Context: an optimization exercise on an open-source flow, tuned for small area, a short achievable clock period and few clock cycles per item. The choices shown serve that exercise and are no tape-out recipe.
No functional check of the RTL was part of any run shown here.
No activity file was given, so power comes from the tool's default toggle rates.

==> design.v <==
`timescale 1ns/1ps
module SPM (
    input wire clk,
    input wire rst,
    input wire start,
    input wire signed [7:0] a,
    input wire signed [7:0] b,
    output wire signed [15:0] prod,
    output reg done,
    output wire sign_flag
);
    reg [4:0] rl;
    reg [10:0] r0, r1;
    reg rc, rs;
    wire pp1 = a[0] & b[0];
    wire pp2 = a[0] & b[1];
    wire pp3 = a[0] & b[2];
    wire pp4 = a[0] & b[3];
    wire pp5 = a[0] & b[4];
    wire pp6 = a[0] & b[5];
    wire pp7 = a[0] & b[6];
    wire pp8 = ~(a[0] & b[7]);
    wire pp9 = a[1] & b[0];
    wire pp10 = a[1] & b[1];
    wire pp11 = a[1] & b[2];
    wire pp12 = a[1] & b[3];
    wire pp13 = a[1] & b[4];
    wire pp14 = a[1] & b[5];
    wire pp15 = a[1] & b[6];
    wire pp16 = ~(a[1] & b[7]);
    wire pp17 = a[2] & b[0];
    wire pp18 = a[2] & b[1];
    wire pp19 = a[2] & b[2];
    wire pp20 = a[2] & b[3];
    wire pp21 = a[2] & b[4];
    wire pp22 = a[2] & b[5];
    wire pp23 = a[2] & b[6];
    wire pp24 = ~(a[2] & b[7]);
    wire pp25 = a[3] & b[0];
    wire pp26 = a[3] & b[1];
    wire pp27 = a[3] & b[2];
    wire pp28 = a[3] & b[3];
    wire pp29 = a[3] & b[4];
    wire pp30 = a[3] & b[5];
    wire pp31 = a[3] & b[6];
    wire pp32 = ~(a[3] & b[7]);
    wire pp33 = a[4] & b[0];
    wire pp34 = a[4] & b[1];
    wire pp35 = a[4] & b[2];
    wire pp36 = a[4] & b[3];
    wire pp37 = a[4] & b[4];
    wire pp38 = a[4] & b[5];
    wire pp39 = a[4] & b[6];
    wire pp40 = ~(a[4] & b[7]);
    wire pp41 = a[5] & b[0];
    wire pp42 = a[5] & b[1];
    wire pp43 = a[5] & b[2];
    wire pp44 = a[5] & b[3];
    wire pp45 = a[5] & b[4];
    wire pp46 = a[5] & b[5];
    wire pp47 = a[5] & b[6];
    wire pp48 = ~(a[5] & b[7]);
    wire pp49 = a[6] & b[0];
    wire pp50 = a[6] & b[1];
    wire pp51 = a[6] & b[2];
    wire pp52 = a[6] & b[3];
    wire pp53 = a[6] & b[4];
    wire pp54 = a[6] & b[5];
    wire pp55 = a[6] & b[6];
    wire pp56 = ~(a[6] & b[7]);
    wire pp57 = ~(a[7] & b[0]);
    wire pp58 = ~(a[7] & b[1]);
    wire pp59 = ~(a[7] & b[2]);
    wire pp60 = ~(a[7] & b[3]);
    wire pp61 = ~(a[7] & b[4]);
    wire pp62 = ~(a[7] & b[5]);
    wire pp63 = ~(a[7] & b[6]);
    wire pp64 = a[7] & b[7];
    wire s65, c66;
    spm_fa u_s65 (.a(pp3), .b(pp10), .ci(pp17), .s(s65), .co(c66));
    wire s67, c68;
    spm_fa u_s67 (.a(pp4), .b(pp11), .ci(pp18), .s(s67), .co(c68));
    wire s69, c70;
    spm_fa u_s69 (.a(pp25), .b(c66), .ci(s67), .s(s69), .co(c70));
    wire s71, c72;
    spm_fa u_s71 (.a(pp5), .b(pp12), .ci(pp19), .s(s71), .co(c72));
    wire s73, c74;
    spm_fa u_s73 (.a(pp26), .b(pp33), .ci(c68), .s(s73), .co(c74));
    wire s75, c76;
    spm_fa u_s75 (.a(s71), .b(s73), .ci(c70), .s(s75), .co(c76));
    wire s77, c78;
    spm_fa u_s77 (.a(pp6), .b(pp13), .ci(pp20), .s(s77), .co(c78));
    wire s79, c80;
    spm_fa u_s79 (.a(pp27), .b(pp34), .ci(pp41), .s(s79), .co(c80));
    wire s81, c82;
    spm_fa u_s81 (.a(c72), .b(s77), .ci(s79), .s(s81), .co(c82));
    wire s83, c84;
    spm_fa u_s83 (.a(c74), .b(s81), .ci(c76), .s(s83), .co(c84));
    wire s85, c86;
    spm_fa u_s85 (.a(pp7), .b(pp14), .ci(pp21), .s(s85), .co(c86));
    wire s87, c88;
    spm_fa u_s87 (.a(pp28), .b(pp35), .ci(pp42), .s(s87), .co(c88));
    wire s89, c90;
    spm_fa u_s89 (.a(pp49), .b(c78), .ci(c80), .s(s89), .co(c90));
    wire s91, c92;
    spm_fa u_s91 (.a(s85), .b(s87), .ci(c82), .s(s91), .co(c92));
    wire s93, c94;
    spm_ha u_s93 (.a(s89), .b(s91), .s(s93), .co(c94));
    wire s95, c96;
    spm_fa u_s95 (.a(pp8), .b(pp15), .ci(pp22), .s(s95), .co(c96));
    wire s97, c98;
    spm_fa u_s97 (.a(pp29), .b(pp36), .ci(pp43), .s(s97), .co(c98));
    wire s99, c100;
    spm_fa u_s99 (.a(pp50), .b(pp57), .ci(c86), .s(s99), .co(c100));
    wire s101, c102;
    spm_fa u_s101 (.a(c88), .b(s95), .ci(s97), .s(s101), .co(c102));
    wire s103, c104;
    spm_fa u_s103 (.a(c90), .b(s99), .ci(s101), .s(s103), .co(c104));
    wire s105, c106;
    spm_ha u_s105 (.a(c92), .b(s103), .s(s105), .co(c106));
    wire s107 = ~(pp16 ^ pp23);
    wire c108 = pp16 | pp23;
    wire s109, c110;
    spm_fa u_s109 (.a(pp30), .b(pp37), .ci(pp44), .s(s109), .co(c110));
    wire s111, c112;
    spm_fa u_s111 (.a(pp51), .b(pp58), .ci(s107), .s(s111), .co(c112));
    wire s113, c114;
    spm_fa u_s113 (.a(c96), .b(c98), .ci(s109), .s(s113), .co(c114));
    wire s115, c116;
    spm_fa u_s115 (.a(s111), .b(c100), .ci(c102), .s(s115), .co(c116));
    wire s117, c118;
    spm_fa u_s117 (.a(s113), .b(s115), .ci(c104), .s(s117), .co(c118));
    wire s119, c120;
    spm_fa u_s119 (.a(pp24), .b(pp31), .ci(pp38), .s(s119), .co(c120));
    wire s121, c122;
    spm_fa u_s121 (.a(pp45), .b(pp52), .ci(pp59), .s(s121), .co(c122));
    wire s123, c124;
    spm_fa u_s123 (.a(c108), .b(c110), .ci(s119), .s(s123), .co(c124));
    wire s125, c126;
    spm_fa u_s125 (.a(s121), .b(c112), .ci(c114), .s(s125), .co(c126));
    wire s127, c128;
    spm_fa u_s127 (.a(s123), .b(c116), .ci(s125), .s(s127), .co(c128));
    wire s129, c130;
    spm_fa u_s129 (.a(pp32), .b(pp39), .ci(pp46), .s(s129), .co(c130));
    wire s131, c132;
    spm_fa u_s131 (.a(pp53), .b(pp60), .ci(c120), .s(s131), .co(c132));
    wire s133, c134;
    spm_fa u_s133 (.a(c122), .b(s129), .ci(s131), .s(s133), .co(c134));
    wire s135, c136;
    spm_fa u_s135 (.a(c124), .b(c126), .ci(s133), .s(s135), .co(c136));
    wire s137, c138;
    spm_fa u_s137 (.a(pp40), .b(pp47), .ci(pp54), .s(s137), .co(c138));
    wire s139, c140;
    spm_fa u_s139 (.a(pp61), .b(c130), .ci(s137), .s(s139), .co(c140));
    wire s141, c142;
    spm_fa u_s141 (.a(c132), .b(s139), .ci(c134), .s(s141), .co(c142));
    wire s143, c144;
    spm_fa u_s143 (.a(pp48), .b(pp55), .ci(pp62), .s(s143), .co(c144));
    wire s145, c146;
    spm_fa u_s145 (.a(c138), .b(s143), .ci(c140), .s(s145), .co(c146));
    wire s147, c148;
    spm_fa u_s147 (.a(pp56), .b(pp63), .ci(c144), .s(s147), .co(c148));
    wire s149, c150;
    spm_ha u_s149 (.a(pp2), .b(pp9), .s(s149), .co(c150));
    wire s151, c152;
    spm_ha u_s151 (.a(c150), .b(s65), .s(s151), .co(c152));
    wire s153, c154;
    spm_ha u_s153 (.a(c152), .b(s69), .s(s153), .co(c154));
    wire s155, c156;
    spm_ha u_s155 (.a(c154), .b(s75), .s(s155), .co(c156));
    wire s157, c158;
    spm_ha u_s157 (.a(c156), .b(s83), .s(s157), .co(c158));
    always @(posedge clk or posedge rst) begin
        if (rst) begin
            done <= 1'b0;
            rl   <= 5'd0;
            r0   <= 11'd0;
            r1   <= 11'd0;
            rc   <= 1'b0;
            rs   <= 1'b0;
        end else begin
            done <= start;
            if (start) begin
                rl <= {s155, s153, s151, s149, pp1};
                r0 <= {1'b1, pp64, s147, s145, s141, c128, c118, c106, c94, c84, s83};
                r1 <= {1'b0, c148, c146, c142, c136, s135, s127, s117, s105, s93, 1'b0};
                rc <= c156;
                rs <= a[7] ^ b[7];
            end
        end
    end
    wire [10:0] hi = r0 + r1 + rc;
    assign prod = {hi, rl};
    assign sign_flag = rs;
endmodule
module spm_fa (input wire a, input wire b, input wire ci, output wire s, output wire co);
    assign s  = a ^ b ^ ci;
    assign co = (a & b) | (a & ci) | (b & ci);
endmodule
module spm_ha (input wire a, input wire b, output wire s, output wire co);
    assign s  = a ^ b;
    assign co = a & b;
endmodule
==> flow/run.sh <==
#!/bin/bash
# The standard layout (standard.sh), with the port buffers made of
# sky130_fd_sc_hd__buf_1 cells instead of the delay-cell buffers that
# buffer_ports picks by default. make's full output goes to standard.log.
set -euo pipefail
export BUFFER_PORTS_ARGS="-buffer_cell sky130_fd_sc_hd__buf_1"
bash standard.sh > standard.log 2>&1
==> standard.sh <==
#!/bin/bash
# synth_recipe.tcl (not shown) runs the flow's synth.tcl, then flattens the netlist and writes it again
# the make line also repeats each setting of config.mk as NAME=value (left out here)
make -C /OpenROAD-flow-scripts/flow DESIGN_CONFIG=/design/flow/config.mk WORK_HOME=/design/flow/orfs CLKGATE_MAP_FILE= SYNTH_SCRIPT=/design/flow/synth_recipe.tcl "${@:-finish}"
==> config.mk <==
export PLATFORM = sky130hd
export DESIGN_NAME = SPM
export DESIGN_NICKNAME = SPM
export VERILOG_FILES = /design/flow/design.v
export SDC_FILE = /design/flow/constraint.sdc
export NUM_CORES = 4
export LEC_CHECK = 0
export CAP_MARGIN = 20
export CORE_MARGIN = 2
export CORE_UTILIZATION = 40
export SETUP_SLACK_MARGIN = 1.8
export SLEW_MARGIN = 20
export SYNTH_HIERARCHICAL = 1
export SYNTH_MINIMUM_KEEP_SIZE = 0
==> constraint.sdc <==
create_clock -name core_clock -period 5.0 [get_ports {clk}]
set_input_delay 1.0000 -clock core_clock [delete_from_list [all_inputs] [get_ports {clk}]]
set_output_delay 1.0000 -clock core_clock [all_outputs]
set_load 0.01 [all_outputs]
==> impl_metrics.yaml, run 1 <==
place:
  dp_cells: 349
  io_buffers: 36
  dpl_worst_slack_ns: 1.28
  place_hpwl_um: 4250
  place_congestion: 0.738
clock_network:
  cts_buffers: 3
  clock-sinks: 28
  root_buffer: "clkbuf_8"
  clockBufferDepth: 2
  holdBufCountCts: 0
  cts_tree: "built"
  cts_max_level: 1
  clkLatencyLatePin_ns: 0.26
  path_clk_slew_ns: 0.09
power:
  power_density_nw_per_um2: 411
  p_leak_nw: 1.39
  vdd_drop_max_v: 0.000352
floorplanning:
  die_y_um: 86.4
  initial_core_util_pct: 40.6
  die_w_um: 86.4
  design.core.area_um2: 6680
  row_count: 30
  io_pins: 37
  fp.dieArea_um2: 7460
synthesis:
  synth_nets: 312
  synthCells: 235
  synth_commonest_cells: "48 x and2_1, 40 x fa_1, 28 x dfrtp_1, 22 x nand2_1, 18 x ha_1"
  synth-edff-count: 0
  ys_async_sr_fraction_pct: 100
  synth.avg_cell_area_um2: 11.5
  ys_seq_area_share_pct: 25.8
  yosysUniqueCellTypes: 30
  yosysMostFrequentCell: "and2_1"
  ys_top_cells_by_area: "fa_1 30%, dfrtp_1 26%, and2_1 11%"
  synth-main-ff-cell: "dfrtp_1"
  ys_seq_elements: 28
  yosysTopAreaCellShare_pct: 29.5
  ys_warn_count: 7
  syn_area_um2: 2710
  synth_top_area_cell: "fa_1"
timing:
  fmax_mhz: 312
  period_share_pct: 64.1
  setup_tns_ns: 0
  finClkSkew_ns: 0
  worstMarginPinSlew_ns: 0.574
  finalSetupViolCount: 0
  min_period_ns: 3.21
  rsz0062_at_grt: "true"
  max_slew_margin_pct: 61.7
  setup_ws_ns: 1.79
  hold_violations: 0
  final_max_slew_viol_count: 0
routing:
  finalWirelength_um: 5280
  ant_nets: 0
  vias_per_cell: 5.15
  vias: 1827
  wl_per_cell_um: 14.9
  dr.pass1.iters: 4
  drc: 0
  drtIter0Drc: 45
critical_path:
  crit_family: "adder cells"
  path_max_fanout: 7
  worst-path-buf-inv: 1
  critical_path_class: "in2reg"
  critical_path.cell_chain: "buf_12 -> and2_4 -> fa_1 -> fa_2 -> fa_1 -> fa_1 -> mux2_4"
  cp_data_required_time_ns: 5.16
  endpoint_kind: "flip-flop"
  r2r_setup_slack_ns: 4.18
  slowest_stage: "fa_1"
  cpMostUsedCell: "fa_1"
  arrival_ns: 3.37
  start_kind: "input port"
  slowest_delay_ns: 0.55
layout:
  fin_cells: 355
  area_delta_synth_final_pct: 16.8
  drive_above_1_share_pct: 21.8
  n_antenna_cell: 0
  seq_area_um2: 701
  nNetsFinal: 353
  multi_input_area_um2: 2040
  fillerInstances: 642
global_routing:
  antenna_found_initial: 0
  grt_pass1_wl_um: 8880
  gr-usage-all-layers_pct: 14.9
  grt_max_degree: 32
  grt_pass1_vias: 1920
  overflow: 0
hold_path:
  hold_class: "reg2reg"
run_status:
  status: "timing/DRC/antenna clean"
job:
  drv_cap: 0
## through the flow
| step | util [%] | area (um2) | power (mW) | hold slack [ns] |
|---|---|---|---|---|
| CTS | 45.5 | 3040 | 1.29 | 0.499 |
| global placement | 44.3 | 2960 | 1.13 | 0.468 |
| floorplan | - | 2730 | 0.913 | 0.458 |
| global route | 47.4 | 3170 | 1.44 | 0.511 |
| detailed placement | 44.3 | 2960 | 1.14 | 0.477 |
| finish | 47.4 | 3170 | 1.30 | 0.491 |
## cell usage in the layout, fill, tap and decap left out, types with 2 or more instances in the layout
master | netlist | final
inv_1 | 10 | 8
o21ai_0 | 4 | 4
nand3_1 | 5 | 5
and2_4 | 0 | 5
buf_2 | 2 | 4
fa_2 | 0 | 10
nand2_1 | 22 | 22
mux2_2 | 9 | 8
buf_1 | 0 | 21
dfrtp_1 | 28 | 28
a21oi_1 | 4 | 3
mux2_1 | 14 | 14
or2_2 | 2 | 2
ha_1 | 18 | 17
inv_2 | 0 | 2
buf_6 | 0 | 5
and2_1 | 48 | 43
fa_1 | 40 | 30
a21oi_2 | 4 | 4
buf_4 | 0 | 7
xnor2_1 | 5 | 5
xor2_1 | 4 | 4
nor2_1 | 3 | 3
clkbuf_8 | 0 | 4
## per-module statistics from Yosys (local to each module, per instance)
module / times used / cell area, um2
SPM: 1 / 1860
spm_fa: 39 / 20.0
spm_ha: 6 / 12.5
## final cells by class
cell class	count	area share, %
multi-input combinational	193	64.3
clock buffer	4	1.74
inverter	11	1.30
sequential	28	22.1
tap	80	3.16
timing repair buffer	39	7.42
## flip-flops by register name (all words and copies together) (netlist names)
name,cells
r1,9
rl,5
r0,11
done,1
rc,1
rs,1
## final timing paths
| kind | to | cells past startpoint | startpoint |
|---|---|---|---|
| setup / recovery | r1[3]$_DFFE_PP0P_ | 7 | b[2] |
| hold / removal | rl[1]$_DFFE_PP0P_ | 1 | rl[1]$_DFFE_PP0P_ |
| setup reg to reg | r0[0]$_DFFE_PP0P_ | 1 | r0[0]$_DFFE_PP0P_ |
| hold reg to reg | rl[1]$_DFFE_PP0P_ | 1 | rl[1]$_DFFE_PP0P_ |
| max in group asynchronous | r0[1]$_DFFE_PP0P_ | 2 | rst |
| min in group asynchronous | r1[8]$_DFFE_PP0P_ | 2 | rst |
## power breakdown
part	internal [mW]	total, mW	switching, mW
clock	0.0703	0.136	0.0656
sequential	0.297	0.337	0.0397
combinational	0.374	0.828	0.454
total	0.742	1.30	0.559
## routing by layer
metal	part of all wire [%]	GRT usage, %
met3	2.1	2.76
met1	43	20.0
met4	1.6	2.56
met5	0	0
met2	54	25.7
## timing repair
| action | CTS | global route |
|---|---|---|
| endpoints found under the setup margin | 14 | 9 |
| pin swaps | 2 | 9 |
| resized for setup | 18 | 42 |
| gates cloned | 0 | 0 |
| buffers inserted | 0 | 2 |
## cells by family (layout without fill, tap and decap cells)
logic type | count (synthesis) | after routing | synth area share [%]
xor gates and xnor gates | 9 | 9 | 2.91
and+or+nand+nor | 85 | 85 | 17.3
AOI/OAI and AO/OA | 18 | 18 | 4.57
DFF | 28 | 28 | 25.8
buffers and inverters | 14 | 54 | 2.03
muxes | 23 | 23 | 9.55
adders and majority gates | 58 | 58 | 37.8
==> inputs of run 2 (changes only) <==
--- a/config.mk
+++ b/config.mk
@@ -8,7 +8,7 @@
 export CAP_MARGIN = 20
 export CORE_MARGIN = 2
 export CORE_UTILIZATION = 40
-export SETUP_SLACK_MARGIN = 1.8
+export SETUP_SLACK_MARGIN = 1.5
 export SLEW_MARGIN = 20
 export SYNTH_HIERARCHICAL = 1
 export SYNTH_MINIMUM_KEEP_SIZE = 0
==> impl_metrics.yaml, run 2 <==
clock_network:
  cts_setup_buffers: 0
  root_buffer: "clkbuf_8"
  clockBufferDepth: 2
  clock-sinks: 28
  path_clk_slew_ns: 0.09
  cts_buffers: 3
  clkLatencyLatePin_ns: 0.27
  cts_max_level: 1
  cts_tree: "built"
power:
  power_density_nw_per_um2: 418
  p_leak_nw: 1.31
  vdd_drop_max_v: 0.000270
run_status:
  status: "timing/DRC/antenna clean"
critical_path:
  r2r_setup_slack_ns: 4.21
  endpoint: "r1[3]$_DFFE_PP0P_"
  start_kind: "input port"
  worst_r2r_startpoint: "r0[3]$_DFFE_PP0P_"
  cp_data_required_time_ns: 5.17
  worstRegToRegCells: 1
  endpoint_kind: "flip-flop"
  r2r-end: "r0[3]$_DFFE_PP0P_"
  critical_path_class: "in2reg"
  path_max_fanout: 8
  critPathLaunch: "a[2]"
  arrival_ns: 3.52
timing:
  hold_violations: 0
  min_period_ns: 3.36
  period_share_pct: 67.1
  finalSetupViolCount: 0
  hold_slack_ns: 0.492
  rsz0062_at_grt: "false"
  finClkSkew_ns: 0
  worstMarginPinSlew_ns: 0.580
  final_max_slew_viol_count: 0
  max_slew_margin_pct: 61.3
  fmax_mhz: 298
  setup_tns_ns: 0
layout:
  drive_above_1_share_pct: 9.52
  finalCoreUtilization_pct: 44.9
  fillerInstances: 656
  area_delta_synth_final_pct: 10.6
  fin_cells: 353
  layout_commonest_cell: "and2_1"
  n_antenna_cell: 0
  nNetsFinal: 351
  top_register: "r0"
  largest_register_ffs: 11
  top_regs: "r0 x11, r1 x9, rl x5"
  final_cell_mix: "48 x and2_1, 40 x fa_1, 34 x buf_1"
synthesis:
  synth_nets: 312
  yosysTopAreaCellShare_pct: 29.5
  synth_top_area_cell: "fa_1"
  synth-edff-count: 0
  ys_seq_area_share_pct: 25.8
  ys_warn_count: 7
  synthCells: 235
  ys_async_sr_fraction_pct: 100
  syn_area_um2: 2710
  synth.avg_cell_area_um2: 11.5
  ys_seq_elements: 28
  synth-main-ff-cell: "dfrtp_1"
  yosysUniqueCellTypes: 30
  synth_commonest_cells: "48 x and2_1, 40 x fa_1, 28 x dfrtp_1, 22 x nand2_1, 18 x ha_1"
  ys_top_cells_by_area: "fa_1 30%, dfrtp_1 26%, and2_1 11%"
  yosysMostFrequentCell: "and2_1"
routing:
  wl_per_cell_um: 14.2
  finalWirelength_um: 5010
  dr.pass1.iters: 4
  ant_nets: 0
  vias_per_cell: 5.11
  vias: 1805
  drc: 0
  drtIter0Drc: 70
global_routing:
  antenna_found_initial: 0
  gr-usage-all-layers_pct: 14.7
  overflow: 0
  grt_pass1_vias: 1895
  grt_max_degree: 32
  grt_pass1_wl_um: 8760
floorplanning:
  fp.dieArea_um2: 7460
  initial_core_util_pct: 40.6
  design.core.area_um2: 6680
  die_y_um: 86.4
  die_w_um: 86.4
  io_pins: 37
  row_count: 30
hold_path:
  hold_class: "reg2reg"
place:
  place_congestion: 0.762
  dp_cells: 349
  place_hpwl_um: 4110
  io_buffers: 36
job:
  drv_cap: 0
-- run 2: logic make-up after synthesis --
family | after synthesis | share of synthesized area [%]
AO/OA/AOI/OAI | 18 | 4.57
XOR/XNOR | 9 | 2.91
adder cells (fa/ha/maj) | 58 | 37.8
buffers and inverters | 14 | 2.03
flip-flops | 28 | 25.8
multiplexers | 23 | 9.55
AND/OR/NAND/NOR | 85 | 17.3
-- run 2: how the worst min path moves through the flow --
stage	to	slack [ns]	startpoint	depth (start not counted)
3_3_place_gp	rl[3]$_DFFE_PP0P_	0.47	rl[3]$_DFFE_PP0P_	1
6_report	rl[1]$_DFFE_PP0P_	0.49	rl[1]$_DFFE_PP0P_	1
5_1_grt	rl[1]$_DFFE_PP0P_	0.50	rl[1]$_DFFE_PP0P_	1
3_5_place_dp	rl[1]$_DFFE_PP0P_	0.47	rl[1]$_DFFE_PP0P_	1
4_1_cts	rl[1]$_DFFE_PP0P_	0.50	rl[1]$_DFFE_PP0P_	1
2_1_floorplan	r0[10]$_DFFE_PP0P_	0.46	r0[10]$_DFFE_PP0P_	1
-- run 2: power breakdown --
part	switching, mW	leakage (nW)	internal (mW)
Sequential	0.0361	0.335	0.297
Combinational	0.438	0.944	0.341
Clock	0.0694	0.0288	0.0705
-- run 2: per-layer routing --
layer | part of all wire [%] | up-vias | global-route usage (%)
met4 | 0.90 | 0 | 2.27
met5 | 0 | - | 0
met1 | 45 | 920 | 20.2
met2 | 51 | 32 | 25.0
met3 | 2.7 | 7 | 2.38
li1 | - | 846 | -
-- run 2: layout make-up --
class / count / area (um2) / area share [%]
repair buffers: 37 / 145 / 4.84
flip-flops and latches: 28 / 701 / 23.4
multi-input cells: 193 / 1960 / 65.2
well taps: 80 / 100 / 3.34
inverters: 11 / 41.3 / 1.38
clock buffers: 4 / 55.1 / 1.84
-- run 2: metrics by stage --
step           total power, mW  worst slack, ns  cell area [um2]
6_report                  1.25             1.64             3000
5_1_grt                   1.38             1.51             3000
4_1_cts                   1.28             1.58             3000
3_5_place_dp              1.13             1.28             2940
3_3_place_gp              1.12             1.30             2940
2_1_floorplan            0.910             1.67             2710
-- run 2: Yosys stat by module (local to each module, per instance) --
module / flops+latches / cells inside
spm_ha: 0 / 1
SPM: 28 / 190
spm_fa: 0 / 1
-- run 2: critical path, stage by stage --
cell	delay, ns
buf_1	0.27
and2_1	0.20
fa_1	0.43
fa_1	0.43
fa_1	0.52
fa_1	0.41
mux2_2	0.26
-- run 2: timing repair --
action | 4_1_cts | 5_1_grt
hold buffers | 0 | 0
endpoints found under the setup margin | 0 | 2
resized for setup | 0 | 2
==> inputs of run 3 (changes only) <==
--- a/design.v
+++ b/design.v
@@ -11,7 +11,7 @@
 );
     reg [4:0] rl;
     reg [10:0] r0, r1;
-    reg rc, rs;
+    reg rs;
     wire pp1 = a[0] & b[0];
     wire pp2 = a[0] & b[1];
     wire pp3 = a[0] & b[2];
@@ -176,20 +176,18 @@
             rl   <= 5'd0;
             r0   <= 11'd0;
             r1   <= 11'd0;
-            rc   <= 1'b0;
             rs   <= 1'b0;
         end else begin
             done <= start;
             if (start) begin
                 rl <= {s155, s153, s151, s149, pp1};
                 r0 <= {1'b1, pp64, s147, s145, s141, c128, c118, c106, c94, c84, s83};
-                r1 <= {1'b0, c148, c146, c142, c136, s135, s127, s117, s105, s93, 1'b0};
-                rc <= c156;
+                r1 <= {1'b0, c148, c146, c142, c136, s135, s127, s117, s105, s93, c156};
                 rs <= a[7] ^ b[7];
             end
         end
     end
-    wire [10:0] hi = r0 + r1 + rc;
+    wire [10:0] hi = r0 + r1;
     assign prod = {hi, rl};
     assign sign_flag = rs;
 endmodule
--- a/config.mk
+++ b/config.mk
@@ -8,7 +8,7 @@
 export CAP_MARGIN = 20
 export CORE_MARGIN = 2
 export CORE_UTILIZATION = 40
-export SETUP_SLACK_MARGIN = 1.5
+export SETUP_SLACK_MARGIN = 1.65
 export SLEW_MARGIN = 20
 export SYNTH_HIERARCHICAL = 1
 export SYNTH_MINIMUM_KEEP_SIZE = 0
==> impl_metrics.yaml, run 3 <==
layout:
  fillerInstances: 637
  final_cell_mix: "49 x and2_1, 38 x fa_1, 28 x dfrtp_1"
  stdcell_area_um2: 3050
  drive_above_1_share_pct: 20.4
  nNetsFinal: 348
  top_register: "r0"
  largest_register_ffs: 11
  n_antenna_cell: 0
  area_delta_synth_final_pct: 12.0
  layout_commonest_cell: "and2_1"
  top_regs: "r0 x11, r1 x10, rl x5"
timing:
  worstMarginPinSlew_ns: 0.580
  max_slew_margin_pct: 61.3
  final_max_slew_viol_count: 0
  finClkSkew_ns: 0
  fmax_mhz: 307
  finalSetupViolCount: 0
  hold_slack_ns: 0.506
  min_period_ns: 3.26
  hold_violations: 0
  period_share_pct: 65.1
  rsz0062_at_grt: "false"
  setup_ws_ns: 1.74
  setup_tns_ns: 0
global_routing:
  overflow: 0
  grt_max_degree: 32
  grt_pass1_vias: 2020
  gr-usage-all-layers_pct: 16.1
  use_met2_pct: 29.5
  antenna_found_initial: 0
  grt_pass1_wl_um: 9410
  top_usage_layer: "met2"
  met3_usage_pct: 2.67
  grt_util_met1_pct: 20.0
synthesis:
  yosysTopAreaCellShare_pct: 29.4
  synth-main-ff-cell: "dfrtp_1"
  yosysUniqueCellTypes: 28
  synth-edff-count: 0
  synth.avg_cell_area_um2: 11.8
  synth_commonest_cells: "49 x and2_1, 40 x fa_1, 28 x dfrtp_1, 23 x mux2_2, 19 x nand2_1"
  yosysMostFrequentCell: "and2_1"
  ys_top_cells_by_area: "fa_1 29%, dfrtp_1 26%, and2_1 11%"
  synthCells: 231
  synth_top_area_cell: "fa_1"
  syn_area_um2: 2720
  ys_warn_count: 7
  ys_async_sr_fraction_pct: 100
  ys_seq_area_share_pct: 25.8
  synth_nets: 308
  ys_seq_elements: 28
place:
  place_congestion: 0.786
  placed_area_um2: 2950
  io_buffers: 36
  place_hpwl_um: 4260
  dpl_worst_slack_ns: 1.23
critical_path:
  start_kind: "input port"
  path_max_fanout: 8
  cp_data_required_time_ns: 5.18
  endpoint_kind: "flip-flop"
  worstRegToRegCells: 1
  worst_r2r_startpoint: "r0[10]$_DFFE_PP0P_"
  arrival_ns: 3.43
  r2r-end: "r0[10]$_DFFE_PP0P_"
  critical_path_class: "in2reg"
  r2r_setup_slack_ns: 4.22
  endpoint: "r1[3]$_DFFE_PP0P_"
  critPathLaunch: "a[3]"
clock_network:
  path_clk_slew_ns: 0.10
  cts_buffers: 3
  cts_tree: "built"
  root_buffer: "clkbuf_8"
  holdBufCountCts: 0
  clkLatencyLatePin_ns: 0.28
  clockBufferDepth: 2
  clock-sinks: 28
  cts_max_level: 1
power:
  p_seq_share_pct: 26.1
  swShare_pct: 41.6
  vdd_drop_max_v: 0.000347
  internal_power_mw: 0.752
  netSwitchingPower_mw: 0.535
  comb_power_share_pct: 62.9
  clock_power_share_pct: 11.0
  p_leak_nw: 1.34
  power_density_nw_per_um2: 422
run_status:
  status: "timing/DRC/antenna clean"
routing:
  vias: 1793
  vias_per_cell: 5.12
  dr.pass1.iters: 4
  drc: 0
  ant_nets: 0
  wl_per_cell_um: 14.6
  drtIter0Drc: 61
  finalWirelength_um: 5120
floorplanning:
  row_count: 30
  fp.dieArea_um2: 7480
  io_pins: 37
  design.core.area_um2: 6680
  initial_core_util_pct: 40.7
  die_w_um: 86.5
  die_y_um: 86.5
hold_path:
  hold_class: "reg2reg"
job:
  drv_cap: 0
## run 3: cell families (layout without fill, tap and decap cells)
kind of cell / after synthesis / after routing / synth area share (%)
and+or+nand+nor: 84 / 84 / 17.2
muxes: 23 / 23 / 9.52
buffers and inverters: 11 / 50 / 1.52
AOI/OAI and AO/OA: 18 / 18 / 5.34
xor gates and xnor gates: 9 / 9 / 2.90
DFF: 28 / 28 / 25.8
adders and majority gates: 58 / 58 / 37.7
## run 3: final cells by class
cell class	instances	area, um2	share of cell area [%]
Clock buffer	4	55.1	1.81
Timing Repair Buffer	38	165	5.42
Tap cell	80	100	3.29
Inverter	8	30.0	0.986
Multi-Input combinational cell	192	1990	65.5
Sequential cell	28	701	23.0
## run 3: metrics by stage
stage | util, % | total power [mW] | std cells
floorplan | - | 0.933 | 231
global placement | 44.2 | 1.14 | 345
detailed placement | 44.2 | 1.15 | 345
CTS | 45.1 | 1.30 | 349
global route | 45.6 | 1.44 | 350
finish | 45.6 | 1.29 | 350
## run 3: worst min path at each step
stage	startpoint	end	slack, ns	cells after the start
floorplan	r0[10]$_DFFE_PP0P_	r0[10]$_DFFE_PP0P_	0.46	1
global placement	r0[10]$_DFFE_PP0P_	r0[10]$_DFFE_PP0P_	0.49	1
detailed placement	r0[10]$_DFFE_PP0P_	r0[10]$_DFFE_PP0P_	0.49	1
CTS	r0[10]$_DFFE_PP0P_	r0[10]$_DFFE_PP0P_	0.51	1
global route	r0[10]$_DFFE_PP0P_	r0[10]$_DFFE_PP0P_	0.52	1
finish	r0[10]$_DFFE_PP0P_	r0[10]$_DFFE_PP0P_	0.51	1
## run 3: critical path, stage by stage
cell and delay (ns):
clkbuf_2 0.14, and2_1 0.19, fa_1 0.56, fa_2 0.45, fa_1 0.39, fa_1 0.43
mux2_2 0.27
## run 3: layer usage
layer | part of all wire (%) | routed length, um | vias up
met3 | 2.8 | 145 | 6
met4 | 0.86 | 44 | 0
met5 | 0 | 0 | -
met1 | 41 | 2090 | 922
li1 | - | - | 837
met2 | 55 | 2840 | 28
## run 3: what timing repair did
action	in CTS	in global routing
setup buffers	0	1
resized for setup	7	11
setup endpoints to repair	4	7
pin swaps	0	3
## run 3: power groups by stage
stage	Clock [mW]	Sequential, mW	Combinational, mW
final	0.141	0.336	0.809
after global routing	0.159	0.344	0.936
after CTS	0.149	0.337	0.816
after detailed placement	0	0.342	0.811
after global placement	0	0.340	0.795
after floorplan	0	0.336	0.597
## run 3: modules after synthesis (local to each module, per instance)
module,times used,cells,area [um2]
spm_fa,39,1,20.0
SPM,1,186,1860
spm_ha,6,1,12.5

separate check: timing with driven ports:
Ports are ideal in the flow. The routed layouts listed here were re-timed in OpenROAD.
Step 1 (the two cells are an assumption about what drives the block):
set clk [get_ports {clk}]
set_driving_cell -lib_cell sky130_fd_sc_hd__clkbuf_16 $clk
set_driving_cell -lib_cell sky130_fd_sc_hd__buf_2 [delete_from_list [all_inputs] $clk]
Step 2, shift: input delay + t, output delay - t, t = (earliest + latest rising clock arrival at the registers) / 2. This alone moves slack from input paths to output paths.
Slacks: no drivers / after step 1 / after step 2; pairs: no drivers / after step 1.
run	t, ns	slack for setup (ns)	hold slack, ns	worst register clock-pin slew, ns
run 1	0.290	1.794 / 1.773 / 1.483	0.491 / 0.491 / 0.491	0.09 / 0.09
run 2	0.297	1.644 / 1.648 / 1.351	0.492 / 0.492 / 0.492	0.09 / 0.09
run 3	0.302	1.743 / 1.747 / 1.445	0.506 / 0.506 / 0.506	0.10 / 0.10
After both steps every run listed still meets setup and hold. For run 1, which loses most, drivers alone change the setup slack by -0.021 ns; drivers and shift together by -0.311 ns.
